Source: an optimization exercise on an open RTL-to-GDS flow (aim: small area). Production flows keep margins and buffers that such runs may drop. In this exercise RTL edits were held to simulation tests only and were not proved equivalent to the original. The clock port is modelled as an ideal driver; clocking choices that lean on that would not hold on a real chip. Power figures rest on the tool's default switching activity, not on a simulated workload.

==> flow/flow/run.sh <==
#!/bin/bash
# Layout flow: the standard ORFS flow (standard.sh), with
#  - synthesis through flow/my_synth.tcl: synth_recipe.tcl plus an area-oriented
#    ABC script (flow/area.abc) for the logic mapping; registers are mapped by
#    the standard dfflibmap step as before;
#  - buf_1 port buffers;
#  - clock tree built from clkbuf_4 buffers, without dummy loads.
# Each tool's output goes to logs under orfs/logs (ORFS) and standard.log here.
set -e
F=$PWD/flow
EXTRA=()
[ -f "$F/extra.txt" ] && mapfile -t EXTRA < "$F/extra.txt"
bash standard.sh \
  SYNTH_SCRIPT=$F/my_synth.tcl \
  MY_ABC_SCRIPT=$F/area.abc \
  "BUFFER_PORTS_ARGS=-buffer_cell sky130_fd_sc_hd__buf_1" \
  "CTS_ARGS=-sink_clustering_enable -repair_clock_nets -dont_use_dummy_load -buf_list sky130_fd_sc_hd__clkbuf_4" \
  "${EXTRA[@]}" \
  finish > standard.log 2>&1
==> flow/standard.sh <==
#!/bin/bash
# synth_recipe.tcl (not shown) runs the flow's synth.tcl, then flattens the netlist and writes it again
# the make line also repeats each setting of config.mk as NAME=value (left out here)
make -C /OpenROAD-flow-scripts/flow DESIGN_CONFIG=/design/flow/config.mk WORK_HOME=/design/flow/orfs CLKGATE_MAP_FILE= SYNTH_SCRIPT=/design/flow/synth_recipe.tcl "${@:-finish}"
==> flow/config.mk <==
export PLATFORM = sky130hd
export DESIGN_NAME = cache
export DESIGN_NICKNAME = cache
export VERILOG_FILES = /design/flow/design.v
export SDC_FILE = /design/flow/constraint.sdc
export NUM_CORES = 4
export LEC_CHECK = 0
export CAP_MARGIN = 20
export CORE_MARGIN = 2
export CORE_UTILIZATION = 65
export GPL_TIMING_DRIVEN = 0
export SLEW_MARGIN = 20
export SYNTH_HIERARCHICAL = 1
export SYNTH_MINIMUM_KEEP_SIZE = 0
==> flow/constraint.sdc <==
create_clock -name core_clock -period 7.0 [get_ports {clk}]
set_input_delay 1.4000 -clock core_clock [delete_from_list [all_inputs] [get_ports {clk}]]
set_output_delay 1.4000 -clock core_clock [all_outputs]
set_load 0.01 [all_outputs]
==> flow/flow/area.abc <==
strash
dch -f
amap
topo
==> flow/flow/my_synth.tcl <==
proc synth {args} { yosys synth -nofsm -noshare {*}$args }
proc abc {args} {
  if {[info exists ::env(MY_ABC_SCRIPT)] && $::env(MY_ABC_SCRIPT) ne ""} {
    set i [lsearch -exact $args -script]
    if {$i >= 0} { lset args [expr {$i + 1}] $::env(MY_ABC_SCRIPT) }
  }
  yosys abc {*}$args
}
source $::env(SCRIPTS_DIR)/synth.tcl
# left out here: clear keep_hierarchy, flatten, clean up, hide names made inside functions, write 1_2_yosys.v
==> flow/design.v <==
module cache(
    input clk,
    input reset,
    input i_fetch_valid,
    input i_rfread_valid,
    input [5:0] i_current_pc,
    input i_is_br_instr_rfread,
    input [5:0] i_target_pc,
    output logic [5:0] o_prediction_pc,
	output logic o_prediction_fastcall,
	output logic fastz_d,
	output logic fastz_dd,
	input [15:0] i_ir_rfread
);
	logic [5:0] pc1_n, pc2, pc3, pc_ex;
	logic br_ex;
	logic [5:0] v;
	logic [13:0] ent0, ent1, ent2, ent3, ent4, ent5;
	wire rst_n;
	wire [5:0] pc1_n_d, pc2_d;
	g_inv u_rst_n (.a(reset), .y(rst_n));
	genvar k;
	generate
		for (k = 0; k < 6; k = k + 1) begin : g_pc
			g_nand2 u_pc1 (.a(rst_n), .b(i_current_pc[k]), .y(pc1_n_d[k]));
			g_nor2 u_pc2 (.a(reset), .b(pc1_n[k]), .y(pc2_d[k]));
		end
	endgenerate
	always_ff @(posedge clk) begin
		pc1_n <= pc1_n_d;
		pc2 <= pc2_d;
		pc3 <= pc2;
		if (i_fetch_valid)
			pc_ex <= pc2_d;
	end
	wire br_mux_n, br_ex_d;
	g_mux2i u_br_mux (.s(i_fetch_valid), .a0(br_ex), .a1(i_is_br_instr_rfread), .y(br_mux_n));
	g_nor2 u_br_rst (.a(reset), .b(br_mux_n), .y(br_ex_d));
	always_ff @(posedge clk)
		br_ex <= br_ex_d;
	wire rec;
	g_and2 u_rec (.a(i_rfread_valid), .b(br_ex), .y(rec));
	wire use_pc3, rec_call, rec_z;
	rec_decode u_dec (.ir(i_ir_rfread[4:0]), .use_pc3(use_pc3), .call(rec_call), .z(rec_z));
	wire [5:0] rec_pc_n;
	generate
		for (k = 0; k < 6; k = k + 1) begin : g_recpc
			g_mux2i u_m (.s(use_pc3), .a0(pc_ex[k]), .a1(pc3[k]), .y(rec_pc_n[k]));
		end
	endgenerate
	wire [13:0] rec_data = {rec_z, rec_call, i_target_pc, rec_pc_n};
	wire [5:0] v_d, nxt;
	valid_ctl u_vc (.reset(reset), .rst_n(rst_n), .rec(rec), .v(v), .v_d(v_d), .nxt(nxt));
	always_ff @(posedge clk)
		v <= v_d;
	wire [13:0] ent0_d, ent1_d, ent2_d, ent3_d, ent4_d, ent5_d;
	generate
		for (k = 0; k < 14; k = k + 1) begin : g_tab
			g_a22o u_e0 (.a1(ent0[k]), .a2(v[0]), .b1(rec_data[k]), .b2(nxt[0]), .x(ent0_d[k]));
			g_a22o u_e1 (.a1(ent1[k]), .a2(v[1]), .b1(rec_data[k]), .b2(nxt[1]), .x(ent1_d[k]));
			g_a22o u_e2 (.a1(ent2[k]), .a2(v[2]), .b1(rec_data[k]), .b2(nxt[2]), .x(ent2_d[k]));
			g_a22o u_e3 (.a1(ent3[k]), .a2(v[3]), .b1(rec_data[k]), .b2(nxt[3]), .x(ent3_d[k]));
			g_a22o u_e4 (.a1(ent4[k]), .a2(v[4]), .b1(rec_data[k]), .b2(nxt[4]), .x(ent4_d[k]));
			g_a22o u_e5 (.a1(ent5[k]), .a2(v[5]), .b1(rec_data[k]), .b2(nxt[5]), .x(ent5_d[k]));
		end
	endgenerate
	always_ff @(posedge clk) begin
		ent0 <= ent0_d;
		ent1 <= ent1_d;
		ent2 <= ent2_d;
		ent3 <= ent3_d;
		ent4 <= ent4_d;
		ent5 <= ent5_d;
	end
	wire [5:0] hit, sel;
	wire nohit;
	hit_cmp u_h0 (.p_n(ent0[5:0]), .cur(i_current_pc), .v(v[0]), .hit(hit[0]));
	hit_cmp u_h1 (.p_n(ent1[5:0]), .cur(i_current_pc), .v(v[1]), .hit(hit[1]));
	hit_cmp u_h2 (.p_n(ent2[5:0]), .cur(i_current_pc), .v(v[2]), .hit(hit[2]));
	hit_cmp u_h3 (.p_n(ent3[5:0]), .cur(i_current_pc), .v(v[3]), .hit(hit[3]));
	hit_cmp u_h4 (.p_n(ent4[5:0]), .cur(i_current_pc), .v(v[4]), .hit(hit[4]));
	hit_cmp u_h5 (.p_n(ent5[5:0]), .cur(i_current_pc), .v(v[5]), .hit(hit[5]));
	first_hit u_fh (.hit(hit), .sel(sel[5:1]), .nohit(nohit));
	assign sel[0] = hit[0];
	wire [5:0] inc_n;
	inc_gate u_inc (.cur(i_current_pc), .en(nohit), .y_n(inc_n));
	generate
		for (k = 0; k < 6; k = k + 1) begin : g_out
			sel_or7 u_o (.sel(sel),
				.t({ent5[6 + k], ent4[6 + k], ent3[6 + k], ent2[6 + k], ent1[6 + k], ent0[6 + k]}),
				.extra_n(inc_n[k]), .y(o_prediction_pc[k]));
		end
	endgenerate
	sel_or6 u_call (.sel(sel),
		.t({ent5[12], ent4[12], ent3[12], ent2[12], ent1[12], ent0[12]}),
		.y(o_prediction_fastcall));
	wire fz_a_n, fz_b_n, fastz_d_d, fastz_dd_d;
	g_a222oi u_fz_a (.a1(sel[0]), .a2(ent0[13]), .b1(sel[1]), .b2(ent1[13]), .c1(sel[2]), .c2(ent2[13]), .y(fz_a_n));
	g_a222oi u_fz_b (.a1(sel[3]), .a2(ent3[13]), .b1(sel[4]), .b2(ent4[13]), .c1(sel[5]), .c2(ent5[13]), .y(fz_b_n));
	g_a21oi u_fz_d (.a1(fz_a_n), .a2(fz_b_n), .b1(reset), .y(fastz_d_d));
	g_nor2b u_fz_dd (.a(reset), .b_n(fastz_d), .y(fastz_dd_d));
	always_ff @(posedge clk) begin
		fastz_d <= fastz_d_d;
		fastz_dd <= fastz_dd_d;
	end
endmodule
module g_inv(input a, output y);
	assign y = ~a;
endmodule
module g_and2(input a, input b, output y);
	assign y = a & b;
endmodule
module g_nand2(input a, input b, output y);
	assign y = ~(a & b);
endmodule
module g_nor2(input a, input b, output y);
	assign y = ~(a | b);
endmodule
module g_nor2b(input a, input b_n, output y);
	assign y = ~(a | ~b_n);
endmodule
module g_nor3(input a, input b, input c, output y);
	assign y = ~(a | b | c);
endmodule
module g_nor3b(input a, input b, input c_n, output y);
	assign y = ~(a | b | ~c_n);
endmodule
module g_nor4b(input a, input b, input c, input d_n, output y);
	assign y = ~(a | b | c | ~d_n);
endmodule
module g_or4(input a, input b, input c, input d, output x);
	assign x = a | b | c | d;
endmodule
module g_nand3b(input a_n, input b, input c, output y);
	assign y = ~(~a_n & b & c);
endmodule
module g_mux2i(input s, input a0, input a1, output y);
	assign y = ~(s ? a1 : a0);
endmodule
module g_a21oi(input a1, input a2, input b1, output y);
	assign y = ~((a1 & a2) | b1);
endmodule
module g_o21a(input a1, input a2, input b1, output x);
	assign x = (a1 | a2) & b1;
endmodule
module g_a22o(input a1, input a2, input b1, input b2, output x);
	assign x = (a1 & a2) | (b1 & b2);
endmodule
module g_a222oi(input a1, input a2, input b1, input b2, input c1, input c2, output y);
	assign y = ~((a1 & a2) | (b1 & b2) | (c1 & c2));
endmodule
module rec_decode(input [4:0] ir, output use_pc3, output call, output z);
	wire g_n;
	g_nand3b u_g (.a_n(ir[1]), .b(ir[4]), .c(ir[3]), .y(g_n));
	g_a21oi u_p (.a1(ir[2]), .a2(ir[0]), .b1(g_n), .y(use_pc3));
	g_nor3b u_c (.a(g_n), .b(ir[0]), .c_n(ir[2]), .y(call));
	g_nor3b u_z (.a(g_n), .b(ir[2]), .c_n(ir[0]), .y(z));
endmodule
module valid_ctl(input reset, input rst_n, input rec, input [5:0] v,
		output [5:0] v_d, output [5:0] nxt);
	g_o21a u_v0 (.a1(v[0]), .a2(rec), .b1(rst_n), .x(v_d[0]));
	g_inv u_n0 (.a(v[0]), .y(nxt[0]));
	genvar i;
	generate
		for (i = 1; i < 6; i = i + 1) begin : g_v
			wire keep_n;
			g_a21oi u_k (.a1(rec), .a2(v[i - 1]), .b1(v[i]), .y(keep_n));
			g_nor2 u_r (.a(reset), .b(keep_n), .y(v_d[i]));
			g_nor2b u_n (.a(v[i]), .b_n(v[i - 1]), .y(nxt[i]));
		end
	endgenerate
endmodule
module hit_cmp(input [5:0] p_n, input [5:0] cur, input v, output hit);
	assign hit = v & ((p_n ^ cur) == 6'b111111);
endmodule
module first_hit(input [5:0] hit, output [5:1] sel, output nohit);
	wire any4;
	g_nor2b u_s1 (.a(hit[0]), .b_n(hit[1]), .y(sel[1]));
	g_nor3b u_s2 (.a(hit[0]), .b(hit[1]), .c_n(hit[2]), .y(sel[2]));
	g_nor4b u_s3 (.a(hit[0]), .b(hit[1]), .c(hit[2]), .d_n(hit[3]), .y(sel[3]));
	g_or4 u_a4 (.a(hit[0]), .b(hit[1]), .c(hit[2]), .d(hit[3]), .x(any4));
	g_nor2b u_s4 (.a(any4), .b_n(hit[4]), .y(sel[4]));
	g_nor3b u_s5 (.a(any4), .b(hit[4]), .c_n(hit[5]), .y(sel[5]));
	g_nor3 u_nh (.a(any4), .b(hit[4]), .c(hit[5]), .y(nohit));
endmodule
module inc_gate(input [5:0] cur, input en, output [5:0] y_n);
	assign y_n = ~({6{en}} & (cur + 6'd1));
endmodule
module sel_or7(input [5:0] sel, input [5:0] t, input extra_n, output y);
	assign y = (|(sel & t)) | ~extra_n;
endmodule
module sel_or6(input [5:0] sel, input [5:0] t, output y);
	wire a_n, b_n;
	g_a222oi u_a (.a1(sel[0]), .a2(t[0]), .b1(sel[1]), .b2(t[1]), .c1(sel[2]), .c2(t[2]), .y(a_n));
	g_a222oi u_b (.a1(sel[3]), .a2(t[3]), .b1(sel[4]), .b2(t[4]), .c1(sel[5]), .c2(t[5]), .y(b_n));
	g_nand2 u_o (.a(a_n), .b(b_n), .y(y));
endmodule
==> flow_summary.yaml, run 1 <==
run_status:
  run_status: "complete, no violations"
placement:
  globalplace.congestion: 0.8263
  detailed_place_hpwl_um: 6364
  placed_cells_incl_taps: 472
  numPortBuffers: 30
clock_network:
  worstSkewPairLatency_ps: 500
  tritoncts.num_buffers: 17
  clock_sinks: 117
  cts_tree: "yes"
  cts_resized: 0
  clkSlewWorstSetupHoldPaths_ps: 90
  cts_htree_levels: 4
  root_buffer_selected_by_cts: "sky130_fd_sc_hd__clkbuf_4"
  post_cts.repair.setup_buffers: 0
  max-clock-path-buffers: 2
  post_cts_hold_buffer_count: 0
yosys:
  synth_most_common_cell: "sky130_fd_sc_hd__dfxtp_1"
  synth-edff-count: 6
  muxShareOfSynthArea_pct: 0
  synth-compound-area-share_pct: 30.44
  yosys.area_share.xor_xnor_pct: 0
  predominant_post_synthesis_flop_cell: "sky130_fd_sc_hd__dfxtp_1"
  synth.yosys.warnings: 7
  dominant_combinational_cell_family_by_area_after_synthesis: "compound AO/OA/AOI/OAI gates"
  synth_fa_ha_area_share_pct: 0.3047
  mappedNetlistNets: 399
  sequential_to_total_area_share_from_yosys_stat_pct: 58.50
  yosys-top-cells-count: "sky130_fd_sc_hd__dfxtp_1 (111), sky130_fd_sc_hd__a22o_1 (84), sky130_fd_sc_hd__nand2_1 (28)"
  synthesis.instances: 365
  synth_seq_cells: 117
  post-synth-top-area-cell: "sky130_fd_sc_hd__dfxtp_1"
  synth_top_area_share_pct: 54.11
  synthSimpleGateAreaFrac_pct: 9.659
  synth-async-reset-ratio_pct: 0
  syn_avg_cell_area_um2: 11.25
  synthDistinctLibCells: 26
  ys_top_cells_by_area: "sky130_fd_sc_hd__dfxtp_1 (54%), sky130_fd_sc_hd__a22o_1 (18%), sky130_fd_sc_hd__edfxtp_1 (4.4%)"
  syn_area_um2: 4106
sta:
  min_period_over_period_pct: 86.02
  accumulated_negative_setup_slack_ps: 0
  timing.slew.headroom_pct: 22.52
  worst_slew_pin_tran_ps: 1160
  maxSlewViolCount: 0
  finalClockSkew_ps: 34.50
  max_clock_freq_mhz: 166.1
  timing_hold_violations_final: 0
  setup_violations: 0
  timing.final.crit_period_ps: 6021
  setup_repair_after_global_routing_missed_its_margin: "no"
global_routing:
  global_routing_met1_resource_utilization_pct: 41.93
  groute.usage.overall_pct: 30.43
  grt_pass1_vias: 3199
  grt_start_max_net_pins: 20
  groute.layer.met2.usage_pct: 47.14
  globalRoute.totalOverflow: 0
  busiest_layer: "met2"
  grt_antenna_before_repair: 0
  grt_use_met3_pct: 9.298
  grt_pass1_wl_um: 16430
die:
  floorplan_core_area_um2: 6026
  die_height_um: 83.49
  die-width_um: 83.49
  floorplan.die_area_um2: 6970
  fp-row-count: 28
  io_pins: 42
  initial_utilization_pct: 68.15
finish:
  layout.nets: 451
  combined_area_of_the_multi_input_logic_cells_um2: 1689
  antenna-diode-count: 0
  final_layout_size_suffix_gt1_share_pct: 6.506
  fin_cells: 490
  fillerInstances: 440
  fin_util_pct: 74.48
  seqCellArea_um2: 2402
  flow.area_growth_from_synthesis_pct: 9.293
pwr:
  cellInternalPower_uw: 823.9
  pwr-share-clk_pct: 28.4
  pwr_density_cell_nw_per_um2: 238.7
  peakVddDrop_v: 0.0001600
  seq_power_share_pct: 65.4
  net_switching_power_uw: 247.4
  power_frac_comb_pct: 6.3
  static-leakage-power_nw: 1.619
  net_sw_share_pct: 23.10
route:
  postRouteAntennaNets: 0
  postRouteWirelength_um: 10260
  firstDrtPassIters: 5
  number_of_drc_markers_in_iteration_0: 325
  drcViolationCount: 0
  drt-vias-per-instance: 6.916
  detailroute.via_count: 3389
  wire_per_inst_um: 20.94
worst_setup_path:
  worstReg2RegStart: "v[0]"
  worstSetupStartpoint: "i_current_pc[2]"
  crit_arrival_ps: 4620
  critPathLaunchType: "input port"
  critical_path.endpoint_type: "output pin"
  path_class: "input port to output pin"
  timing.critical_path.required_ps: 5600
  cp_max_fo: 16
min_path:
  worst_hold_startpoint: "pc2[2]"
  hp-class: "register to register"
flow_run:
  max_cap_violations: 0
modules after synthesis, one instance, submodules excluded, excerpt:
module	cells	cell area, um2	copies in the design	flops+latches
g_a222oi	1	10.01	4	0
g_mux2i	2	10.01	7	0
g_nor2b	1	6.256	8	0
g_or4	1	7.507	1	0
g_nand2	1	3.754	7	0
g_a21oi	1	5.005	7	0
cache	117	2402	1	117
sel_or7	4	27.53	6	0
inc_gate	16	88.84	1	0
g_nor2	1	3.754	12	0
g_nor3	1	5.005	1	0
g_and2	1	6.256	1	0
registers in the layout (all words and copies together), names as in the netlist, 6 cells and up:
register and cells:
pc1_n 6, ent4 14, ent5 14, pc_ex 6, pc2 6, ent2 14, ent3 14, ent0 14
ent1 14, pc3 6, v 6
metal layers:
layer / vias to the layer above / part of all wire, %
met1: 1626 / 44
met4: 0 / 1.6
met2: 167 / 46
li1: 1571 / -
met5: - / 0
met3: 25 / 8.6
area by class of cell:
| class | instances | share of cell area (%) |
|---|---|---|
| Timing Repair Buffer | 33 | 2.899 |
| Inverter | 12 | 1.004 |
| Multi-Input combinational cell | 236 | 37.64 |
| Sequential cell | 117 | 53.53 |
| Clock buffer | 17 | 2.844 |
| Tap cell | 75 | 2.091 |
power by group through the flow:
stage | Sequential (mW) | Combinational, mW | Clock, mW
after floorplan | 0.712 | 0.0359 | 0
after global placement | 0.715 | 0.0633 | 0
after detailed placement | 0.716 | 0.0654 | 0
after CTS | 0.700 | 0.0657 | 0.309
after global routing | 0.703 | 0.0728 | 0.340
final | 0.701 | 0.0670 | 0.304
cell usage in the layout (no fill, tap or decap), drive strengths merged, types with 7 or more instances in the layout:
cell type,netlist,routed
buf,0,32
o21ai,13,13
a21oi,8,8
dfxtp,111,111
clkbuf,0,18
nor4b,7,7
nand2,28,28
a221oi,12,12
o211ai,7,7
a222oi,10,10
clkinv,12,12
nor2b,8,8
a22o,84,84
o22ai,13,13
nor2,20,20
worst paths after layout:
| path | to | slack [ps] | depth (start not counted) |
|---|---|---|---|
| max | o_prediction_pc[5] | 980 | 14 |
| min | pc3[2] | 340 | 0 |
| max reg2reg | fastz_d | 3860 | 7 |
| min reg2reg | pc3[2] | 340 | 0 |
critical path, stage by stage:
cell	delay (ps)
sky130_fd_sc_hd__buf_1	600
sky130_fd_sc_hd__nand2_1	90
sky130_fd_sc_hd__o21ai_0	110
sky130_fd_sc_hd__a221oi_1	70
sky130_fd_sc_hd__o211ai_1	160
sky130_fd_sc_hd__nor4b_2	130
sky130_fd_sc_hd__buf_2	210
sky130_fd_sc_hd__or4_1	610
sky130_fd_sc_hd__nor3_1	490
sky130_fd_sc_hd__clkinv_1	190
sky130_fd_sc_hd__a21oi_1	140
sky130_fd_sc_hd__o21ai_0	130
sky130_fd_sc_hd__nand4_1	130
sky130_fd_sc_hd__buf_1	160
through the flow:
| stage | area (um2) | setup WS, ps | hold slack [ps] | power [mW] |
|---|---|---|---|---|
| final | 4488 | 978.8 | 336.8 | 1.071 |
| after global routing | 4488 | 677.3 | 344.3 | 1.116 |
| after CTS | 4466 | 682.8 | 339.3 | 1.075 |
| after detailed placement | 4338 | 698.0 | 315.8 | 0.7810 |
| after global placement | 4313 | 18.59 | 309.8 | 0.7781 |
| after floorplan | 4106 | 1835 | 309.6 | 0.7481 |
cells by family (layout without fill, tap and decap cells):
logic type,Yosys count,after routing
AOI/OAI and AO/OA,156,156
DFF,117,117
buffers and inverters,12,62
adders and majority gates,1,1
and+or+nand+nor,79,79
==> inputs of run 2 (changes only) <==
--- a/flow/config.mk
+++ b/flow/config.mk
@@ -9,5 +9,4 @@
 export CORE_MARGIN = 2
 export CORE_UTILIZATION = 65
-export GPL_TIMING_DRIVEN = 0
 export SLEW_MARGIN = 20
 export SYNTH_HIERARCHICAL = 1
==> flow_summary.yaml, run 2 <==
die:
  die-width_um: 83.49
  initial_utilization_pct: 68.15
  die_height_um: 83.49
  floorplan.die_area_um2: 6970
  io_pins: 42
  fp-row-count: 28
  floorplan_core_area_um2: 6026
finish:
  most_frequent_cells_in_the_layout: "sky130_fd_sc_hd__dfxtp_1 (111), sky130_fd_sc_hd__a22o_1 (84), sky130_fd_sc_hd__buf_1 (30)"
  layout.cells.most_common: "sky130_fd_sc_hd__dfxtp_1"
  antenna-diode-count: 0
  layout.nets: 457
  flow.area_growth_from_synthesis_pct: 10.24
  final_layout_size_suffix_gt1_share_pct: 7.363
global_routing:
  grt_pass1_wl_um: 16880
  grt_start_max_net_pins: 20
  global_routing_met1_resource_utilization_pct: 43.19
  grt_antenna_before_repair: 0
  groute.usage.overall_pct: 31.72
  grt_use_met3_pct: 10.48
  groute.layer.met2.usage_pct: 46.85
  busiest_layer: "met2"
  grt_pass1_vias: 3304
  globalRoute.totalOverflow: 0
placement:
  globalplace.congestion: 0.8454
  numPortBuffers: 30
  detailed_place_hpwl_um: 6695
yosys:
  ys_top_cells_by_area: "sky130_fd_sc_hd__dfxtp_1 (54%), sky130_fd_sc_hd__a22o_1 (18%), sky130_fd_sc_hd__edfxtp_1 (4.4%)"
  synth_most_common_cell: "sky130_fd_sc_hd__dfxtp_1"
  synth.yosys.warnings: 7
  sequential_to_total_area_share_from_yosys_stat_pct: 58.50
  yosys-top-cells-count: "sky130_fd_sc_hd__dfxtp_1 (111), sky130_fd_sc_hd__a22o_1 (84), sky130_fd_sc_hd__nand2_1 (28)"
  synth-edff-count: 6
  syn_avg_cell_area_um2: 11.25
  synth_top_area_share_pct: 54.11
  post-synth-top-area-cell: "sky130_fd_sc_hd__dfxtp_1"
  synthesis.instances: 365
  mappedNetlistNets: 399
  synthDistinctLibCells: 26
  predominant_post_synthesis_flop_cell: "sky130_fd_sc_hd__dfxtp_1"
  syn_area_um2: 4106
  synth_seq_cells: 117
  synth-async-reset-ratio_pct: 0
worst_setup_path:
  slowest_stage: "sky130_fd_sc_hd__nor3b_2"
  critPathLaunchType: "input port"
  crit_chain: "buf_1, a221oi_1, nor4b_2, buf_4, or4_1, nor3b_2, a222oi_1, nand4_1, buf_1"
  critical_path.endpoint_type: "output pin"
  path_class: "input port to output pin"
  cp_max_fo: 16
  critical_path_max_stage_delay_ps: 650
  crit_arrival_ps: 4400
  timing.critical_path.mode_cell: "sky130_fd_sc_hd__buf_1"
  setup_slack_of_the_worst_register_to_register_path_ps: 4260
  timing.critical_path.required_ps: 5600
pwr:
  pwr_density_cell_nw_per_um2: 238.6
  seq_power_share_pct: 64.7
  static-leakage-power_nw: 1.644
  post_layout_total_power_mw: 1.080
  cellInternalPower_uw: 824.9
  power_frac_comb_pct: 6.6
  net_sw_share_pct: 23.63
  pwr-share-clk_pct: 28.7
  net_switching_power_uw: 255.2
  peakVddDrop_v: 0.0001588
clock_network:
  root_buffer_selected_by_cts: "sky130_fd_sc_hd__clkbuf_4"
  cts_htree_levels: 4
  post_cts_hold_buffer_count: 0
  clock_sinks: 117
  post_cts.repair.setup_buffers: 0
  tritoncts.num_buffers: 17
  max-clock-path-buffers: 2
  cts_resized: 0
  clkSlewWorstSetupHoldPaths_ps: 100
  worstSkewPairLatency_ps: 510
  cts_tree: "yes"
sta:
  maxSlewViolCount: 0
  timing_hold_violations_final: 0
  timing.final.crit_period_ps: 5799
  finalClockSkew_ps: 28.62
  timing.slew.headroom_pct: 23.60
  max_clock_freq_mhz: 172.4
  setup_repair_after_global_routing_missed_its_margin: "no"
  setup_violations: 0
  accumulated_negative_setup_slack_ps: 0
  min_period_over_period_pct: 82.84
  worst_slew_pin_tran_ps: 1144
route:
  wire_per_inst_um: 21.54
  drcViolationCount: 0
  number_of_drc_markers_in_iteration_0: 452
  postRouteAntennaNets: 0
  firstDrtPassIters: 6
  drt-vias-per-instance: 7.012
  postRouteWirelength_um: 10680
  detailroute.via_count: 3478
run_status:
  run_status: "complete, no violations"
flow_run:
  max_cap_violations: 0
min_path:
  hp-class: "register to register"
[run 2: cell types whose count changed in the layout (fill, tap and decap cells not counted)]
| cell | before | now |
|---|---|---|
| sky130_fd_sc_hd__nor3b_2 | 2 | 1 |
| sky130_fd_sc_hd__nor3b_1 | 2 | 3 |
| sky130_fd_sc_hd__buf_2 | 2 | 0 |
| sky130_fd_sc_hd__nor4b_2 | 2 | 1 |
| sky130_fd_sc_hd__nor4b_1 | 5 | 6 |
| sky130_fd_sc_hd__clkbuf_4 | 18 | 17 |
| sky130_fd_sc_hd__buf_4 | 0 | 9 |
[run 2: path summary, 6_finish.rpt]
path,from,endpoint,depth (start not counted)
max reg2reg,v[1],fastz_d,5
min,pc2[1],pc3[1],0
min reg2reg,pc2[1],pc3[1],0
max,i_current_pc[0],o_prediction_pc[3],9
[run 2: per-module statistics from Yosys, one instance, submodules excluded, excerpt]
module	area (um2)	flops+latches
inc_gate	88.84	0
g_nand3b	7.507	0
sel_or7	27.53	0
g_or4	7.507	0
g_nor4b	8.758	0
g_o21a	7.507	0
g_nor3	5.005	0
g_a21oi	5.005	0
g_and2	6.256	0
cache	2402	117
hit_cmp	61.31	0
[run 2: layout make-up]
cell class              instances  area [um2]
well taps                      75       93.84
multi-input cells             236        1678
flip-flops and latches        117        2402
clock buffers                  17       127.6
fillers                       425        1499
inverters                      12       45.04
repair buffers                 39       180.2
[run 2: power groups by stage]
stage	registers, mW	logic (mW)	clock network (mW)
2_1_floorplan	0.712	0.0359	0
5_1_grt	0.700	0.0769	0.339
4_1_cts	0.698	0.0695	0.315
3_3_place_gp	0.713	0.0676	0
3_5_place_dp	0.714	0.0696	0
6_report	0.699	0.0712	0.310
[run 2: cells by family after synthesis]
family                     Yosys count  synth area share [%]
and+or+nand+nor                     79                 9.659
buffers and inverters               12                 1.097
DFF                                117                 58.50
adders and majority gates            1                0.3046
AOI/OAI and AO/OA                  156                 30.44
[run 2: worst max-delay path, delay by kind of cell]
kind / cells / cell delay, ps
simple gates: 4 / 1590
buf+inv: 3 / 940
compound gates: 2 / 450
[run 2: layer usage]
metal | wire, um | share of wire [%]
met4 | 163 | 1.5
met5 | 0 | 0
met2 | 4750 | 44
met3 | 1231 | 12
met1 | 4538 | 42
[run 2: stage by stage]
step	cell area [um2]	util (%)	hold WS (ps)	instances	worst slack, ps
after floorplan	4106	-	309.6	365	1835
after global placement	4387	72.80	309.7	479	936.4
after detailed placement	4389	72.84	315.4	479	804.0
after CTS	4517	74.96	324.7	496	802.4
after global routing	4527	75.12	329.6	496	1013
final	4527	75.12	321.8	496	1201
==> inputs of run 3 (changes only) <==
--- a/flow/design.v
+++ b/flow/design.v
@@ -167,5 +167,5 @@
 			g_a21oi u_k (.a1(rec), .a2(v[i - 1]), .b1(v[i]), .y(keep_n));
 			g_nor2 u_r (.a(reset), .b(keep_n), .y(v_d[i]));
-			g_nor2b u_n (.a(v[i]), .b_n(v[i - 1]), .y(nxt[i]));
+			g_inv u_n (.a(v[i]), .y(nxt[i]));
 		end
 	endgenerate
--- a/flow/config.mk
+++ b/flow/config.mk
@@ -9,4 +9,5 @@
 export CORE_MARGIN = 2
 export CORE_UTILIZATION = 65
+export GPL_TIMING_DRIVEN = 0
 export SLEW_MARGIN = 20
 export SYNTH_HIERARCHICAL = 1
==> flow_summary.yaml, run 3 <==
route:
  firstDrtPassIters: 5
  drcViolationCount: 0
  wire_per_inst_um: 20.61
  detailroute.via_count: 3342
  postRouteAntennaNets: 0
  drt-vias-per-instance: 6.820
  number_of_drc_markers_in_iteration_0: 430
  postRouteWirelength_um: 10100
clock_network:
  post_cts_hold_buffer_count: 0
  clkSlewWorstSetupHoldPaths_ps: 70
  cts_resized: 0
  post_cts.repair.setup_buffers: 0
  worstSkewPairLatency_ps: 480
  tritoncts.num_buffers: 17
  max-clock-path-buffers: 2
  cts_tree: "yes"
  cts_htree_levels: 4
  clock_sinks: 117
  root_buffer_selected_by_cts: "sky130_fd_sc_hd__clkbuf_4"
placement:
  detailed_place_hpwl_um: 6287
  numPortBuffers: 30
  globalplace.congestion: 0.7980
pwr:
  peakVddDrop_v: 0.0001882
  post_layout_total_power_mw: 1.128
  static-leakage-power_nw: 1.658
  pwr_density_cell_nw_per_um2: 252.6
yosys:
  synthDistinctLibCells: 26
  synth_top_area_share_pct: 54.28
  synth-edff-count: 6
  synth-async-reset-ratio_pct: 0
  syn_avg_cell_area_um2: 11.22
  synthesis.instances: 365
  post-synth-top-area-cell: "sky130_fd_sc_hd__dfxtp_1"
  synth.yosys.warnings: 7
  yosys-top-cells-count: "sky130_fd_sc_hd__dfxtp_1 (111), sky130_fd_sc_hd__a22o_1 (84), sky130_fd_sc_hd__nand2_1 (28)"
  syn_area_um2: 4094
  predominant_post_synthesis_flop_cell: "sky130_fd_sc_hd__dfxtp_1"
  synth_seq_cells: 117
  ys_top_cells_by_area: "sky130_fd_sc_hd__dfxtp_1 (54%), sky130_fd_sc_hd__a22o_1 (18%), sky130_fd_sc_hd__edfxtp_1 (4.4%)"
  mappedNetlistNets: 399
  synth_most_common_cell: "sky130_fd_sc_hd__dfxtp_1"
  sequential_to_total_area_share_from_yosys_stat_pct: 58.68
finish:
  layout.nets: 451
  antenna-diode-count: 0
  fin_util_pct: 74.50
  layout.cells.most_common: "sky130_fd_sc_hd__dfxtp_1"
  final_layout_size_suffix_gt1_share_pct: 5.542
  flow.area_growth_from_synthesis_pct: 9.016
  most_frequent_cells_in_the_layout: "sky130_fd_sc_hd__dfxtp_1 (111), sky130_fd_sc_hd__a22o_1 (84), sky130_fd_sc_hd__buf_1 (30)"
sta:
  timing_hold_violations_final: 0
  maxSlewViolCount: 0
  min_period_over_period_pct: 85.78
  finalClockSkew_ps: 38.09
  timing.slew.headroom_pct: 33.09
  timing.final.crit_period_ps: 6005
  worst_slew_pin_tran_ps: 1004
  max_clock_freq_mhz: 166.5
  setup_violations: 0
  setup_repair_after_global_routing_missed_its_margin: "no"
die:
  io_pins: 42
  die_height_um: 83.36
  floorplan_core_area_um2: 5991
  fp-row-count: 28
  floorplan.die_area_um2: 6949
  die-width_um: 83.36
  initial_utilization_pct: 68.34
global_routing:
  grt_antenna_before_repair: 0
  grt_pass1_vias: 3144
  grt_start_max_net_pins: 19
  groute.usage.overall_pct: 30.12
  globalRoute.totalOverflow: 0
  grt_pass1_wl_um: 16240
worst_setup_path:
  cp_max_fo: 15
  timing.critical_path.required_ps: 5600
  crit_arrival_ps: 4600
  critical_path.endpoint_type: "output pin"
  critPathLaunchType: "input port"
  path_class: "input port to output pin"
flow_run:
  max_cap_violations: 0
run_status:
  run_status: "complete, no violations"
min_path:
  hp-class: "register to register"
==> run 3: logic make-up (layout without fill, tap and decap cells) <==
group	count (synthesis)	in the layout	synth area share, %
AO/OA/AOI/OAI	156	156	30.53
adder cells (fa/ha/maj)	1	1	0.3056
buffers and inverters	17	67	1.559
flip-flops	117	117	58.68
AND/OR/NAND/NOR	74	74	8.924
==> run 3: final timing paths <==
kind,slack [ps],cells past startpoint,start,end
worst max-delay path,1000,12,i_current_pc[5],o_prediction_pc[3]
worst min-delay path,330,0,pc2[0],pc3[0]
worst min register to register,330,0,pc2[0],pc3[0]
worst max register to register,3970,8,v[0],fastz_d
==> run 3: stage by stage <==
stage	area [um2]	TNS (ps)	hold WS [ps]	setup WS, ps	instances
2_1_floorplan	4094	0	309.6	1836	365
3_3_place_gp	4300	-46.37	309.8	-23.32	470
3_5_place_dp	4325	0	314.7	784.4	472
4_1_cts	4453	0	332.7	775.6	489
5_1_grt	4463	0	347.0	787.4	490
6_report	4463	0	330.3	995.2	490
==> run 3: power by group <==
group,switching (mW),internal [mW],total (mW)
logic,0.0461,0.0432,0.0893
clock network,0.192,0.111,0.303
registers,0.0256,0.710,0.735
==> run 3: final cells by class <==
cell class,count,area (um2)
multi-input cells,231,1645
inverters,17,63.81
clock buffers,17,127.6
well taps,75,93.84
flip-flops and latches,117,2402
fillers,432,1528
repair buffers,33,130.1
==> run 3: critical path, cell delays in order <==
cell and delay (ps):
sky130_fd_sc_hd__buf_1 510, sky130_fd_sc_hd__o21ai_0 180, sky130_fd_sc_hd__a221oi_1 240, sky130_fd_sc_hd__o211ai_1 140, sky130_fd_sc_hd__nor4b_2 610, sky130_fd_sc_hd__buf_4 290
sky130_fd_sc_hd__or4_1 190, sky130_fd_sc_hd__nor3b_1 110, sky130_fd_sc_hd__buf_2 230, sky130_fd_sc_hd__a222oi_1 380, sky130_fd_sc_hd__nand4_1 140, sky130_fd_sc_hd__buf_1 150
==> run 3: per-module statistics from Yosys (local to each module, per instance), excerpt <==
module,cells inside,cell area [um2],flip-flops and latches
g_a222oi,1,10.01,0
g_a22o,1,8.758,0
g_inv,1,3.754,0
g_nand3b,1,7.507,0
g_nor3,1,5.005,0
g_nor3b,1,7.507,0
g_or4,1,7.507,0
hit_cmp,10,61.31,0
==> run 3: routing by layer <==
metal	share of wire [%]	track usage (%)
met5	0	0
met4	0.98	8.346
met3	9.3	9.344
met2	47	45.89
met1	43	41.70
==> inputs of run 4 (changes only) <==
--- a/flow/config.mk
+++ b/flow/config.mk
@@ -6,9 +6,9 @@
 export NUM_CORES = 4
 export LEC_CHECK = 0
-export CAP_MARGIN = 20
+export CAP_MARGIN = 0
 export CORE_MARGIN = 2
 export CORE_UTILIZATION = 65
 export GPL_TIMING_DRIVEN = 0
-export SLEW_MARGIN = 20
+export SLEW_MARGIN = 0
 export SYNTH_HIERARCHICAL = 1
 export SYNTH_MINIMUM_KEEP_SIZE = 0
==> flow_summary.yaml, run 4 <==
sta:
  worst_hold_slack_ps: 338.8
  finalClockSkew_ps: 47.91
  worst_slew_pin_tran_ps: 1202
  max_clock_freq_mhz: 157.3
  timing.final.crit_period_ps: 6359
  timing_hold_violations_final: 0
  timing.slew.headroom_pct: 19.67
  setup_repair_after_global_routing_missed_its_margin: "no"
  accumulated_negative_setup_slack_ps: 0
  final.setup.worst_slack_ps: 640.8
  setup_violations: 0
  min_period_over_period_pct: 90.85
  maxSlewViolCount: 0
route:
  postRouteWirelength_um: 10060
  wire_per_inst_um: 20.62
  detailroute.via_count: 3368
  number_of_drc_markers_in_iteration_0: 327
  drcViolationCount: 0
  drt-vias-per-instance: 6.902
  postRouteAntennaNets: 0
  firstDrtPassIters: 5
clock_network:
  post_cts_hold_buffer_count: 0
  cts_tree: "yes"
  worstSkewPairLatency_ps: 490
  post_cts.repair.setup_buffers: 0
  tritoncts.num_buffers: 17
  clock_sinks: 117
  max-clock-path-buffers: 2
  clkSlewWorstSetupHoldPaths_ps: 110
  root_buffer_selected_by_cts: "sky130_fd_sc_hd__clkbuf_4"
  cts_htree_levels: 4
  cts_resized: 0
yosys:
  muxShareOfSynthArea_pct: 0
  yosys-top-cells-count: "sky130_fd_sc_hd__dfxtp_1 (111), sky130_fd_sc_hd__a22o_1 (84), sky130_fd_sc_hd__nand2_1 (28)"
  post-synth-top-area-cell: "sky130_fd_sc_hd__dfxtp_1"
  mappedNetlistNets: 399
  synth-edff-count: 6
  synthesis.instances: 365
  dominant_combinational_cell_family_by_area_after_synthesis: "compound AO/OA/AOI/OAI gates"
  syn_area_um2: 4094
  synth.yosys.warnings: 7
  ys_top_cells_by_area: "sky130_fd_sc_hd__dfxtp_1 (54%), sky130_fd_sc_hd__a22o_1 (18%), sky130_fd_sc_hd__edfxtp_1 (4.4%)"
  synth-async-reset-ratio_pct: 0
  synth_most_common_cell: "sky130_fd_sc_hd__dfxtp_1"
  sequential_to_total_area_share_from_yosys_stat_pct: 58.68
  synthDistinctLibCells: 26
  synth-compound-area-share_pct: 30.53
  syn_avg_cell_area_um2: 11.22
  synth_seq_cells: 117
  yosys.area_share.xor_xnor_pct: 0
  synth_fa_ha_area_share_pct: 0.3056
  synth_top_area_share_pct: 54.28
  predominant_post_synthesis_flop_cell: "sky130_fd_sc_hd__dfxtp_1"
  synthSimpleGateAreaFrac_pct: 8.924
die:
  io_pins: 42
  die-width_um: 83.36
  fp-row-count: 28
  die_height_um: 83.36
  floorplan.die_area_um2: 6949
  initial_utilization_pct: 68.34
  floorplan_core_area_um2: 5991
worst_setup_path:
  cp_num_buf_inv: 3
  path_class: "input port to output pin"
  cp_max_fo: 16
  slowest_stage: "sky130_fd_sc_hd__nor3b_1"
  timing.critical_path.mode_cell: "sky130_fd_sc_hd__buf_1"
  crit_family: "simple AND/OR/NAND/NOR gates"
  critical_path.endpoint_type: "output pin"
  timing.critical_path.required_ps: 5600
  critical_path_max_stage_delay_ps: 1000
  crit_arrival_ps: 4960
  crit_chain: "buf_1, nand2_1, o21ai_0, a221oi_1, o211ai_1, nor4b_2, buf_4, or4_1, nor3b_1, a222oi_1, nand4_1, buf_1"
  critPathLaunchType: "input port"
flow_run:
  max_cap_violations: 0
placement:
  globalplace.congestion: 0.7980
  detailed_place_hpwl_um: 6248
  dp_worst_setup_slack_ps: 774.9
  numPortBuffers: 30
  post_dp_cell_area_um2: 4320
finish:
  layout.nets: 449
  layout.cell_area.non_filler_um2: 4448
  flow.area_growth_from_synthesis_pct: 8.649
  antenna-diode-count: 0
  most_frequent_cells_in_the_layout: "sky130_fd_sc_hd__dfxtp_1 (111), sky130_fd_sc_hd__a22o_1 (84), sky130_fd_sc_hd__buf_1 (30)"
  fillerInstances: 439
  layout.cells.most_common: "sky130_fd_sc_hd__dfxtp_1"
  final_layout_size_suffix_gt1_share_pct: 4.843
run_status:
  run_status: "complete, no violations"
global_routing:
  grt_antenna_before_repair: 0
  globalRoute.totalOverflow: 0
  grt_pass1_wl_um: 16020
  groute.usage.overall_pct: 29.61
  grt_start_max_net_pins: 19
  grt_pass1_vias: 3138
pwr:
  static-leakage-power_nw: 1.642
  post_layout_total_power_mw: 1.133
  peakVddDrop_v: 0.0001852
  pwr_density_cell_nw_per_um2: 254.6
min_path:
  hp-class: "register to register"
[run 4: routing by layer]
| metal | global-route usage [%] | routed length (um) | share of wire (%) |
|---|---|---|---|
| met1 | 39.56 | 4406 | 44 |
| met2 | 46.99 | 4624 | 46 |
| met3 | 9.642 | 939 | 9.3 |
| met4 | 7.004 | 91 | 0.90 |
| met5 | 0 | 0 | 0 |
[run 4: modules after synthesis, one instance, submodules excluded, excerpt]
module	copies in the design	flops+latches	cells inside	area [um2]
g_mux2i	7	0	2	10.01
g_inv	7	0	1	3.754
g_a22o	84	0	1	8.758
cache	1	117	117	2402
g_a21oi	7	0	1	5.005
hit_cmp	6	0	10	61.31
sel_or7	6	0	4	27.53
g_o21a	1	0	1	7.507
g_nor3	1	0	1	5.005
g_nor3b	4	0	1	7.507
g_a222oi	4	0	1	10.01
g_or4	1	0	1	7.507
g_nand3b	1	0	1	7.507
g_nand2	7	0	1	3.754
g_nor2	12	0	1	3.754
[run 4: cell type report]
class                      instances  area, um2  area share [%]
sequential                       117       2402           54.01
tap                               75      93.84           2.110
timing repair buffer              31      120.1           2.700
multi-input combinational        231       1640           36.88
inverter                          17      63.81           1.435
clock buffer                      17      127.6           2.869
[run 4: worst paths after layout]
path / startpoint / endpoint / slack (ps) / depth (start not counted)
hold reg to reg: pc2[2] / pc3[2] / 340 / 0
setup reg to reg: v[0] / fastz_d / 3840 / 7
setup / recovery: i_current_pc[2] / o_prediction_pc[3] / 640 / 12
hold / removal: pc2[2] / pc3[2] / 340 / 0
[run 4: worst register-to-register path, cell delays in order (launching register included)]
cell and delay (ps):
sky130_fd_sc_hd__dfxtp_1 570, sky130_fd_sc_hd__o211ai_1 240, sky130_fd_sc_hd__nor4b_2 130, sky130_fd_sc_hd__buf_4 200, sky130_fd_sc_hd__or4_1 570, sky130_fd_sc_hd__nor3b_1 1000, sky130_fd_sc_hd__a222oi_1 190, sky130_fd_sc_hd__a21oi_1 180
[run 4: metrics by stage]
step / instances / util [%]
global placement: 470 / 71.78
CTS: 488 / 74.25
global route: 488 / 74.25
finish: 488 / 74.25
detailed placement: 471 / 72.12
floorplan: 365 / -
[run 4: power by group]
part / internal [mW] / switching [mW]
logic: 0.0433 / 0.0464
clock network: 0.111 / 0.197
registers: 0.710 / 0.0256
[run 4: cell families (layout without fill, tap and decap cells)]
family,Yosys count,count (layout)
flip-flops,117,117
AND/OR/NAND/NOR,74,74
AO/OA/AOI/OAI,156,156
buffers and inverters,17,65
adder cells (fa/ha/maj),1,1
==> inputs of run 5 (changes only) <==
--- a/flow/flow/run.sh
+++ b/flow/flow/run.sh
@@ -11,4 +11,5 @@
 EXTRA=()
 [ -f "$F/extra.txt" ] && mapfile -t EXTRA < "$F/extra.txt"
+for i in "${!EXTRA[@]}"; do EXTRA[$i]=${EXTRA[$i]//@FLOW@/$F}; done
 bash standard.sh \
   SYNTH_SCRIPT=$F/my_synth.tcl \
==> flow/flow/clock_tree.tcl (new file) <==
# Clock tree built before CTS (PRE_CTS_TCL): the flip-flops are split by
# recursive bisection of their positions into groups of at most
# CLOCK_TREE_GROUP sinks; each group gets a leaf cell (CLOCK_TREE_LEAF) at
# its centre, and one root cell (CLOCK_TREE_ROOT), the only cell the clock
# port drives, drives all leaves. Root and leaves are both buffers or both
# inverters, so the flip-flops see the clock's own polarity. TritonCTS then
# finds the clock already buffered and leaves it alone.
set group_max $::env(CLOCK_TREE_GROUP)
set leaf_cell $::env(CLOCK_TREE_LEAF)
set root_cell $::env(CLOCK_TREE_ROOT)
set db [ord::get_db]
set block [ord::get_db_block]
set dbu [$block getDbUnitsPerMicron]
set clk_net [$block findNet clk]

proc io_pins {master} {
  set in ""; set out ""
  foreach mt [$master getMTerms] {
    set sig [$mt getSigType]
    if {$sig eq "POWER" || $sig eq "GROUND"} continue
    if {[$mt getIoType] eq "OUTPUT"} { set out [$mt getName] } else { set in [$mt getName] }
  }
  return [list $in $out]
}

# insert a cell driven by net $from that drives the iterms $loads
proc add_driver {cell name net_name from loads x y} {
  global db block dbu
  set master [$db findMaster $cell]
  lassign [io_pins $master] in out
  set inst [odb::dbInst_create $block $master $name]
  set net [odb::dbNet_create $block $net_name]
  $net setSigType CLOCK
  foreach it $loads { $it disconnect; $it connect $net }
  [$inst findITerm $in] connect $from
  [$inst findITerm $out] connect $net
  $inst setLocation [expr {int($x * $dbu - [$master getWidth] / 2)}] [expr {int($y * $dbu)}]
  $inst setPlacementStatus PLACED
  return $inst
}

set sinks {}
foreach it [$clk_net getITerms] {
  set bb [[$it getInst] getBBox]
  lappend sinks [list $it [expr {([$bb xMin] + [$bb xMax]) / 2.0 / $dbu}] \
                          [expr {([$bb yMin] + [$bb yMax]) / 2.0 / $dbu}]]
}
set n [llength $sinks]
set k_total [expr {($n + $group_max - 1) / $group_max}]

proc split_groups {sinks k} {
  if {$k <= 1} { return [list $sinks] }
  set xs [lmap s $sinks {lindex $s 1}]
  set ys [lmap s $sinks {lindex $s 2}]
  set w [expr {[tcl::mathfunc::max {*}$xs] - [tcl::mathfunc::min {*}$xs]}]
  set h [expr {[tcl::mathfunc::max {*}$ys] - [tcl::mathfunc::min {*}$ys]}]
  set sorted [lsort -real -index [expr {$w >= $h ? 1 : 2}] $sinks]
  set k1 [expr {$k / 2}]
  set n1 [expr {int(round([llength $sorted] * double($k1) / $k))}]
  return [concat [split_groups [lrange $sorted 0 [expr {$n1 - 1}]] $k1] \
                 [split_groups [lrange $sorted $n1 end] [expr {$k - $k1}]]]
}

set groups [split_groups $sinks $k_total]
puts "clock_tree: $n sinks in [llength $groups] groups of $leaf_cell, root $root_cell"
set leaves {}
set lx 0.0; set ly 0.0; set i 0
foreach g $groups {
  set cx [expr {[tcl::mathop::+ {*}[lmap s $g {lindex $s 1}]] / [llength $g]}]
  set cy [expr {[tcl::mathop::+ {*}[lmap s $g {lindex $s 2}]] / [llength $g]}]
  set lx [expr {$lx + $cx}]; set ly [expr {$ly + $cy}]
  puts "clock_tree: leaf $i: [llength $g] sinks at [format %.1f $cx] [format %.1f $cy]"
  set inst [add_driver $leaf_cell clk_leaf_$i clk_leaf_net_$i $clk_net [lmap s $g {lindex $s 0}] $cx $cy]
  lassign [io_pins [$inst getMaster]] in out
  lappend leaves [$inst findITerm $in]
  incr i
}
set ng [llength $groups]
add_driver $root_cell clk_root clk_root_net $clk_net $leaves [expr {$lx / $ng}] [expr {$ly / $ng}]
# The port now drives only the root; the root's input stays on net clk.
==> flow/flow/extra.txt (new file) <==
PRE_CTS_TCL=@FLOW@/clock_tree.tcl
CLOCK_TREE_GROUP=8
CLOCK_TREE_LEAF=sky130_fd_sc_hd__clkbuf_4
CLOCK_TREE_ROOT=sky130_fd_sc_hd__clkbuf_8
==> flow_summary.yaml, run 5 <==
yosys:
  ys_top_cells_by_area: "sky130_fd_sc_hd__dfxtp_1 (54%), sky130_fd_sc_hd__a22o_1 (18%), sky130_fd_sc_hd__edfxtp_1 (4.4%)"
  synthSimpleGateAreaFrac_pct: 8.924
  sequential_to_total_area_share_from_yosys_stat_pct: 58.68
  synth_top_area_share_pct: 54.28
  synth_fa_ha_area_share_pct: 0.3056
  mappedNetlistNets: 399
  synthesis.instances: 365
  synth-async-reset-ratio_pct: 0
  post-synth-top-area-cell: "sky130_fd_sc_hd__dfxtp_1"
  yosys-top-cells-count: "sky130_fd_sc_hd__dfxtp_1 (111), sky130_fd_sc_hd__a22o_1 (84), sky130_fd_sc_hd__nand2_1 (28)"
  yosys.area_share.xor_xnor_pct: 0
  dominant_combinational_cell_family_by_area_after_synthesis: "compound AO/OA/AOI/OAI gates"
  syn_area_um2: 4094
  synth_most_common_cell: "sky130_fd_sc_hd__dfxtp_1"
  synth-edff-count: 6
  synth-compound-area-share_pct: 30.53
  synthDistinctLibCells: 26
  syn_avg_cell_area_um2: 11.22
  synth_seq_cells: 117
  synth.yosys.warnings: 7
  predominant_post_synthesis_flop_cell: "sky130_fd_sc_hd__dfxtp_1"
  muxShareOfSynthArea_pct: 0
placement:
  numPortBuffers: 30
  dp_worst_setup_slack_ps: 774.9
  placed_cells_incl_taps: 471
  globalplace.congestion: 0.7980
  detailed_place_hpwl_um: 6248
die:
  fp-row-count: 28
  die_height_um: 83.36
  die-width_um: 83.36
  initial_utilization_pct: 68.34
  io_pins: 42
run_status:
  run_status: "did not finish"
  failing_step: "clock tree synthesis (4_1_cts)"
  first-error: "Error: cts.tcl, 6 can't read \"db\": no such variable"
run 5: cell counts after synthesis:
Identical to the previous run, type by type.
run 5: cell families after synthesis:
logic type / Yosys count
compound gates: 156
flops: 117
simple gates: 74
buf+inv: 17
fa+ha+maj: 1
run 5: stage by stage:
step | util [%] | hold slack (ps) | instance area, um2
after detailed placement | 72.12 | 314.7 | 4320
after floorplan | - | 309.6 | 4094
after global placement | 71.78 | 309.8 | 4300
run 5: how the worst max path moves through the flow:
stage                          from                 end  slack [ps]
floorplan           i_current_pc[2]  o_prediction_pc[0]        1840
global placement    i_current_pc[5]  o_prediction_pc[3]         -20
detailed placement  i_current_pc[2]  o_prediction_pc[3]         770
run 5: modules after synthesis (local to each module, per instance), excerpt:
module	area [um2]	flops+latches	copies in the design
g_nor3	5.005	0	1
g_mux2i	10.01	0	7
g_or4	7.507	0	1
g_nand2	3.754	0	7
g_a21oi	5.005	0	7
g_inv	3.754	0	7
g_and2	6.256	0	1
g_o21a	7.507	0	1
g_a222oi	10.01	0	4
g_nor4b	8.758	0	1
sel_or7	27.53	0	6
g_nand3b	7.507	0	1
g_nor2	3.754	0	12
inc_gate	88.84	0	1
cache	2402	117	1
g_a22o	8.758	0	84
run 5: power groups by stage:
stage,combinational (mW),clock (mW),sequential (mW)
detailed placement,0.0888,0,0.749
floorplan,0.0583,0,0.742
global placement,0.0856,0,0.748
==> inputs of run 6 (changes only) <==
==> flow/flow/extra.txt (replaced) <==
PRE_CTS_TCL=@FLOW@/clock_tree.tcl
CLOCK_TREE_GROUP=8
CLOCK_TREE_LEAF=sky130_fd_sc_hd__inv_4
CLOCK_TREE_ROOT=sky130_fd_sc_hd__inv_12
==> flow_summary.yaml, run 6 <==
yosys:
  predominant_post_synthesis_flop_cell: "sky130_fd_sc_hd__dfxtp_1"
  yosys-top-cells-count: "sky130_fd_sc_hd__dfxtp_1 (111), sky130_fd_sc_hd__a22o_1 (84), sky130_fd_sc_hd__nand2_1 (28)"
  synth-edff-count: 6
  sequential_to_total_area_share_from_yosys_stat_pct: 58.68
  synthDistinctLibCells: 26
  synthSimpleGateAreaFrac_pct: 8.924
  synth_seq_cells: 117
  synth.yosys.warnings: 7
  mappedNetlistNets: 399
  yosys.area_share.xor_xnor_pct: 0
  synth_top_area_share_pct: 54.28
  muxShareOfSynthArea_pct: 0
  ys_top_cells_by_area: "sky130_fd_sc_hd__dfxtp_1 (54%), sky130_fd_sc_hd__a22o_1 (18%), sky130_fd_sc_hd__edfxtp_1 (4.4%)"
  synth-compound-area-share_pct: 30.53
  synth_fa_ha_area_share_pct: 0.3056
  synthesis.instances: 365
  synth_most_common_cell: "sky130_fd_sc_hd__dfxtp_1"
  synth-async-reset-ratio_pct: 0
  post-synth-top-area-cell: "sky130_fd_sc_hd__dfxtp_1"
  syn_avg_cell_area_um2: 11.22
  syn_area_um2: 4094
  dominant_combinational_cell_family_by_area_after_synthesis: "compound AO/OA/AOI/OAI gates"
die:
  die-width_um: 83.36
  initial_utilization_pct: 68.34
  die_height_um: 83.36
  io_pins: 42
  fp-row-count: 28
placement:
  numPortBuffers: 30
  detailed_place_hpwl_um: 6248
  post_dp_cell_area_um2: 4320
  placed_cells_incl_taps: 471
  globalplace.congestion: 0.7980
run_status:
  failing_step: "clock tree synthesis (4_1_cts)"
  run_status: "did not finish"
  first-error: "Error: cts.tcl, 6 can't read \"db\": no such variable"
[run 6: cell counts after synthesis]
Identical to the previous run, type by type.
[run 6: worst max-delay path by stage]
stage | endpoint | slack (ps) | startpoint
floorplan | o_prediction_pc[0] | 1840 | i_current_pc[2]
global placement | o_prediction_pc[3] | -20 | i_current_pc[5]
detailed placement | o_prediction_pc[3] | 770 | i_current_pc[2]
[run 6: logic make-up after synthesis]
group	Yosys count
and+or+nand+nor	74
adders and majority gates	1
DFF	117
AOI/OAI and AO/OA	156
buffers and inverters	17
[run 6: power groups by stage]
stage / logic, mW / clock network [mW] / registers (mW)
after detailed placement: 0.0888 / 0 / 0.749
after floorplan: 0.0583 / 0 / 0.742
after global placement: 0.0856 / 0 / 0.748
[run 6: Yosys stat by module, one instance, submodules excluded, a selection]
module / flip-flops and latches / times used / area (um2)
g_a21oi: 0 / 7 / 5.005
g_a222oi: 0 / 4 / 10.01
g_and2: 0 / 1 / 6.256
g_inv: 0 / 7 / 3.754
g_mux2i: 0 / 7 / 10.01
g_nand3b: 0 / 1 / 7.507
g_nor2: 0 / 12 / 3.754
g_nor2b: 0 / 3 / 6.256
g_nor3: 0 / 1 / 5.005
g_nor3b: 0 / 4 / 7.507
g_nor4b: 0 / 1 / 8.758
g_o21a: 0 / 1 / 7.507
g_or4: 0 / 1 / 7.507
hit_cmp: 0 / 6 / 61.31
inc_gate: 0 / 1 / 88.84
sel_or7: 0 / 6 / 27.53
[run 6: stage by stage]
stage	TNS [ps]	hold slack (ps)	total power, mW	setup WS (ps)
after floorplan	0	309.6	0.8006	1836
after detailed placement	0	314.7	0.8376	774.9
after global placement	-46.37	309.8	0.8337	-23.32
==> inputs of run 7 (changes only) <==
--- a/flow/flow/clock_tree.tcl
+++ b/flow/flow/clock_tree.tcl
@@ -26,6 +26,7 @@
 # insert a cell driven by net $from that drives the iterms $loads
 proc add_driver {cell name net_name from loads x y} {
-  global db block dbu
-  set master [$db findMaster $cell]
+  set block [ord::get_db_block]
+  set dbu [$block getDbUnitsPerMicron]
+  set master [[ord::get_db] findMaster $cell]
   lassign [io_pins $master] in out
   set inst [odb::dbInst_create $block $master $name]
==> flow/flow/extra.txt (replaced) <==
PRE_CTS_TCL=@FLOW@/clock_tree.tcl
CLOCK_TREE_GROUP=8
CLOCK_TREE_LEAF=sky130_fd_sc_hd__clkbuf_4
CLOCK_TREE_ROOT=sky130_fd_sc_hd__clkbuf_8
==> flow_summary.yaml, run 7 <==
yosys:
  post-synth-top-area-cell: "sky130_fd_sc_hd__dfxtp_1"
  yosys-top-cells-count: "sky130_fd_sc_hd__dfxtp_1 (111), sky130_fd_sc_hd__a22o_1 (84), sky130_fd_sc_hd__nand2_1 (28)"
  synth_top_area_share_pct: 54.28
  synthesis.instances: 365
  synthDistinctLibCells: 26
  synth_most_common_cell: "sky130_fd_sc_hd__dfxtp_1"
  synth-edff-count: 6
  syn_area_um2: 4094
  mappedNetlistNets: 399
  synth-async-reset-ratio_pct: 0
  ys_top_cells_by_area: "sky130_fd_sc_hd__dfxtp_1 (54%), sky130_fd_sc_hd__a22o_1 (18%), sky130_fd_sc_hd__edfxtp_1 (4.4%)"
  synth.yosys.warnings: 7
  synth_seq_cells: 117
  sequential_to_total_area_share_from_yosys_stat_pct: 58.68
  syn_avg_cell_area_um2: 11.22
  predominant_post_synthesis_flop_cell: "sky130_fd_sc_hd__dfxtp_1"
worst_setup_path:
  crit_family: "simple AND/OR/NAND/NOR gates"
  worst_r2r_endpoint: "fastz_d"
  critical_path.endpoint_type: "output pin"
  cp_max_fo: 16
  worstReg2RegStart: "v[0]"
  crit_arrival_ps: 4950
  timing.critical_path.required_ps: 5600
  cp_num_buf_inv: 3
  slowest_stage: "sky130_fd_sc_hd__nor3b_1"
  critical_path_cell_count: 12
  timing.critical_path.mode_cell: "sky130_fd_sc_hd__buf_1"
  rr_worst_depth: 7
  setup_slack_of_the_worst_register_to_register_path_ps: 3840
  critPathLaunchType: "input port"
  path_class: "input port to output pin"
  crit_chain: "buf_1, nand2_1, o21ai_0, a221oi_1, o211ai_1, nor4b_2, buf_4, or4_1, nor3b_1, a222oi_1, nand4_1, buf_1"
  critical_path_max_stage_delay_ps: 990
pwr:
  cellInternalPower_mw: 1.172
  static-leakage-power_nw: 1.861
  pwr-share-clk_pct: 46.3
  peakVddDrop_v: 0.0002519
  pwr_density_cell_nw_per_um2: 320.6
  seq_power_share_pct: 47.9
  power_frac_comb_pct: 5.9
  net_sw_share_pct: 23.96
  net_switching_power_uw: 369.3
sta:
  worst_slew_pin_tran_ps: 1193
  max_clock_freq_mhz: 157.4
  timing.final.crit_period_ps: 6354
  setup_violations: 0
  finalClockSkew_ps: 43.45
  timing.slew.headroom_pct: 20.29
  min_period_over_period_pct: 90.77
  accumulated_negative_setup_slack_ps: 0
  setup_repair_after_global_routing_missed_its_margin: "no"
  timing_hold_violations_final: 0
  maxSlewViolCount: 0
placement:
  post_dp_cell_area_um2: 4320
  globalplace.congestion: 0.7980
  detailed_place_hpwl_um: 6248
  numPortBuffers: 30
min_path:
  worst_hold_startpoint: "pc2[1]"
  holdPathStages: 0
  hp-class: "register to register"
  end_of_the_worst_hold_path: "pc3[1]"
finish:
  layout.cell_area.non_filler_um2: 4807
  layout.nets: 496
  final_layout_size_suffix_gt1_share_pct: 14.57
  flow.area_growth_from_synthesis_pct: 17.42
  most_frequent_cells_in_the_layout: "sky130_fd_sc_hd__dfxtp_1 (111), sky130_fd_sc_hd__a22o_1 (84), sky130_fd_sc_hd__clkbuf_4 (63)"
  antenna-diode-count: 0
  layout.cells.most_common: "sky130_fd_sc_hd__dfxtp_1"
route:
  drt-vias-per-instance: 6.871
  detailroute.via_count: 3676
  postRouteAntennaNets: 0
  wire_per_inst_um: 20.65
  number_of_drc_markers_in_iteration_0: 530
  postRouteWirelength_um: 11050
  drcViolationCount: 0
  firstDrtPassIters: 5
clock_network:
  post_cts.repair.setup_buffers: 0
  cts_resized: 0
  clkSlewWorstSetupHoldPaths_ps: 50
  post_cts_hold_buffer_count: 0
  cts_tree: "yes"
  worstSkewPairLatency_ps: 840
global_routing:
  grt_start_max_net_pins: 19
  grt_pass1_vias: 3757
  globalRoute.totalOverflow: 0
  grt_pass1_wl_um: 17730
  grt_antenna_before_repair: 0
  groute.usage.overall_pct: 32.65
die:
  floorplan_core_area_um2: 5991
  fp-row-count: 28
  floorplan.die_area_um2: 6949
  die-width_um: 83.36
  io_pins: 42
  die_height_um: 83.36
  initial_utilization_pct: 68.34
run_status:
  run_status: "complete, no violations"
flow_run:
  max_cap_violations: 0
-- run 7: power groups by stage --
| stage | sequential [mW] | combinational [mW] | clock (mW) |
|---|---|---|---|
| after floorplan | 0.742 | 0.0583 | 0 |
| after CTS | 0.737 | 0.0892 | 0.734 |
| after global routing | 0.741 | 0.0988 | 0.775 |
| after global placement | 0.748 | 0.0856 | 0 |
| after detailed placement | 0.749 | 0.0888 | 0 |
| final | 0.738 | 0.0905 | 0.713 |
-- run 7: worst max-delay path by stage --
stage	from	end	slack (ps)
final	i_current_pc[2]	o_prediction_pc[3]	650
after global routing	i_current_pc[2]	o_prediction_pc[3]	490
after CTS	i_current_pc[2]	o_prediction_pc[3]	770
after detailed placement	i_current_pc[2]	o_prediction_pc[3]	770
after global placement	i_current_pc[5]	o_prediction_pc[3]	-20
after floorplan	i_current_pc[2]	o_prediction_pc[0]	1840
-- run 7: cell families after synthesis --
logic type                 after synthesis  share of synthesized area, %
AOI/OAI and AO/OA                      156                         30.53
DFF                                    117                         58.68
and+or+nand+nor                         74                         8.924
buffers and inverters                   17                         1.559
adders and majority gates                1                        0.3056
-- run 7: stage by stage --
step,setup slack (ps),util (%),instances,total power [mW],hold slack [ps]
3_3_place_gp,-23.32,71.78,470,0.8337,309.8
2_1_floorplan,1836,-,365,0.8006,309.6
3_5_place_dp,774.9,72.12,471,0.8376,314.7
5_1_grt,492.1,80.24,535,1.615,323.7
6_report,645.9,80.24,535,1.541,314.8
4_1_cts,768.4,80.24,535,1.560,318.0
-- run 7: cell type report, clock buffers not listed --
type	count	area [um2]
Buffer	16	126.4
Fill cell	399	1184
Inverter	17	63.81
Multi-Input combinational cell	231	1640
Sequential cell	117	2402
Tap cell	75	93.84
Timing Repair Buffer	31	120.1
-- run 7: metal layers --
layer / up-vias / GRT usage [%] / part of all wire, %
met4: 0 / 20.27 / 2.8
met2: 210 / 48.09 / 45
met1: 1759 / 40.39 / 43
met5: - / 0 / 0
met3: 41 / 12.33 / 9.4
li1: 1666 / - / -
-- run 7: Yosys stat by module, one instance, submodules excluded, excerpt --
module | cell area, um2 | cells inside | flip-flops and latches | times used
cache | 2402 | 117 | 117 | 1
g_a21oi | 5.005 | 1 | 0 | 7
g_a222oi | 10.01 | 1 | 0 | 4
g_a22o | 8.758 | 1 | 0 | 84
g_nand2 | 3.754 | 1 | 0 | 7
g_nand3b | 7.507 | 1 | 0 | 1
g_nor2b | 6.256 | 1 | 0 | 3
g_nor3b | 7.507 | 1 | 0 | 4
g_o21a | 7.507 | 1 | 0 | 1

## static timing again, ports no longer ideal
No port has a modelled driver above. Below, the same layouts with a new extraction and two added sets of constraints. Step 1 assumes that a clkbuf_16 drives the clock port and a buf_2 every other input. Step 2 moves the port delays by t, midway between the first and last clock arrival at a register: inputs arrive t later, outputs are due t later. That takes back most of the time a late clock gives input paths. a / b / c = ideal ports / drivers / drivers and shift; a / b = the first two.
run | shift t [ns] | slack for setup (ns) | worst setup path after step 2 | cell pins on the clock port's net
run 1 | 0.514 | 0.979 / 0.954 / 0.954 | input to output | 1
run 2 | 0.524 | 1.201 / 1.175 / 1.175 | input to output | 1
run 3 | 0.485 | 0.995 / 0.968 / 0.968 | input to output | 1
run 4 | 0.497 | 0.641 / 0.616 / 0.616 | input to output | 1
run 7 | 0.855 | 0.646 / 0.621 / 0.621 | input to output | 1
After both steps setup and hold are still met in every run listed. For run 3, which loses most, drivers alone change the setup slack by -0.027 ns; drivers and shift together by -0.027 ns.
